Background: an optimization exercise with open tools, aiming at small area, a short achievable clock period and few clock cycles. Do not read the settings as production practice. Function was checked by simulation only, so behaviour that the tests miss may differ from the original. Power figures rest on the tool's default switching activity, not on a simulated workload.

==> flow/design.v (excerpt) <==
module MipsProcessor(input clk, rst, output [31:0] imem_addr, input [31:0] imem_data,
                     output [31:0] dmem_addr, dmem_wdata, output dmem_we, dmem_re, input [31:0] dmem_rdata);
	reg  [31:0] pc;
	wire [31:1] inc = pc[31:1] + 31'd1;
	wire [31:0] pc1 = pc[0] ? {inc, 1'b0} : {pc[31:1], 1'b1};
	wire [31:0] pc2 = {inc, pc[0]};
	wire [5:0]  iop = imem_data[31:26];
	wire if_jt, if_jal, if_jr, if_jal_a, if_jal_b, nc_a1, nc_a2, nc_b1, nc_b2;
	IfDecode My_IfDecode(.op(iop), .jt(if_jt), .jal(if_jal), .jr(if_jr));
	IfDecode My_IfDecodeA(.op(iop), .jt(nc_a1), .jal(if_jal_a), .jr(nc_a2));
	IfDecode My_IfDecodeB(.op(iop), .jt(nc_b1), .jal(if_jal_b), .jr(nc_b2));
	wire stall;
	wire [3:0] br_taken, br_ntaken;    
	wire [31:0] br_target;
	wire [31:0] pc_seq = if_jt ? {pc1[31:26], imem_data[25:0]} : (if_jr ? pc2 : pc1);
	wire [31:0] pc_hold = stall ? pc : pc_seq;
	wire [31:0] pc_next;
	genvar i;
	generate
		for (i = 0; i < 32; i = i + 1) begin : pcm
			wire t_n, h_n;
			C_NAND2 My_T(.a(br_taken[i/8]), .b(br_target[i]), .y(t_n));
			C_NAND2 My_H(.a(br_ntaken[i/8]), .b(pc_hold[i]), .y(h_n));
			C_NAND2 My_M(.a(t_n), .b(h_n), .y(pc_next[i]));
		end
	endgenerate
  ...
clock: 12.0 ns
lec_check: 0
cap_margin: 20
core_margin: 2
core_utilization: 60
place_density: 0.7
slew_margin: 20
synth_hierarchical: 1
standard.sh (not shown) runs the stock make flow with config.mk's settings and CLKGATE_MAP_FILE= SYNTH_SCRIPT=/design/flow/synth_recipe.tcl, a recipe that flattens the netlist after the stock synthesis.
==> flow/flow/run.sh <==
#!/bin/bash
# The standard synthesis and layout (standard.sh), with:
#  - ports buffered with buf_4 instead of the library's first buffer;
#  - larger clock-tree sink clusters and no dummy clock loads;
#  - after global routing, cells with ample slack are downsized (flow/downsize.tcl).
set -o pipefail
bash standard.sh \
  SETUP_SLACK_MARGIN=8.6 \
  TNS_END_PERCENT=5 \
  MATCH_CELL_FOOTPRINT=0 \
  "BUFFER_PORTS_ARGS=-buffer_cell sky130_fd_sc_hd__buf_4" \
  "CTS_ARGS=-sink_clustering_enable -repair_clock_nets -sink_clustering_size 25 -sink_clustering_max_diameter 80 -dont_use_dummy_load" \
  POST_GLOBAL_ROUTE_TCL=$PWD/flow/post_grt.tcl \
  finish > flow_make.log 2>&1
==> flow/flow/post_grt.tcl <==
# After the global-route timing repair: recover area from cells on paths
# with ample slack (see downsize.tcl). The estimated parasitics are written
# to SPEF and read back so that they stay attached to the nets while cells
# are swapped.
source [file join [file dirname [info script]] downsize.tcl]
set ds_spef [file join $::env(RESULTS_DIR) 5_1_grt_est.spef]
estimate_parasitics -global_routing -spef_file $ds_spef
read_spef $ds_spef
downsize_all 0.20
Other scripts of this flow, unchanged in this note and not shown: flow/flow/downsize.tcl
The baseline produced a clean layout.
Testbench counts at the start, summed over its fixed seeds: cycles 49,457.
Next try:
--- a/flow/flow/post_grt.tcl
+++ b/flow/flow/post_grt.tcl
@@ -7,3 +7,3 @@
 estimate_parasitics -global_routing -spef_file $ds_spef
 read_spef $ds_spef
-downsize_all 0.20
+downsize_all 0.30
Final area increases by 0.37%.
Critical path depth stays the same.
Sequential power barely changes.
Cell count is unchanged.
Wire length barely changes.
Global-route usage stays the same.
Setup slack is worse by 0.011 ns.
Count of clock-buffer cells in the layout stays the same.
Next try:
--- a/flow/flow/run.sh
+++ b/flow/flow/run.sh
@@ -6,5 +6,5 @@
 set -o pipefail
 bash standard.sh \
-  SETUP_SLACK_MARGIN=8.6 \
+  SETUP_SLACK_MARGIN=8.45 \
   TNS_END_PERCENT=5 \
   MATCH_CELL_FOOTPRINT=0 \
=> The new run ran to the end with no violations; sequential power stays flat; wire length is about the same; clock skew increases by 0.0088 ns; total power rose slightly; clock-buffer cell count climbs by 1; cell area stays flat.
Next try:
--- a/flow/flow/run.sh
+++ b/flow/flow/run.sh
@@ -7,5 +7,4 @@
 bash standard.sh \
   SETUP_SLACK_MARGIN=8.45 \
-  TNS_END_PERCENT=5 \
   MATCH_CELL_FOOTPRINT=0 \
   "BUFFER_PORTS_ARGS=-buffer_cell sky130_fd_sc_hd__buf_4" \
Effect: Clock-buffer cell count goes down by 1; wire length goes up by 0.92%; global-route usage goes up by 0.36 points; setup slack loses 0.019 ns; synthesized area does not change; final cell count goes up by 1.3%.

## afterwards: timing with drivers on the ports
Ports are ideal in the flow. The routed layouts listed here were re-timed in OpenROAD.
Step 1 sets driving cells, clkbuf_16 on the clock port and buf_2 on the other inputs (assumed; they add their load-dependent delay and slew).
Step 2 times the ports against the registers' clock, not the clock port: input delays grow and output delays shrink by t, the midpoint of the rising clock arrivals with the driver on.
Slacks: ideal / step 1 / step 2; pairs: ideal / step 1.
run | t, ns | setup slack, ns | worst register clock-pin slew, ns | pins driven straight from the clock port
the first run | 0.768 | 8.248 / 8.176 / 7.617 | 0.11 / 0.11 | 1
the second run | 0.766 | 8.237 / 8.166 / 7.643 | 0.11 / 0.11 | 1
the third run | 0.774 | 8.224 / 8.143 / 7.734 | 0.10 / 0.10 | 1
the fourth run | 0.792 | 8.206 / 8.128 / 7.727 | 0.11 / 0.11 | 1
After both steps setup and hold are still met in every run listed. For the first run, which loses most, drivers alone change the setup slack by -0.072 ns; drivers and shift together by -0.631 ns.
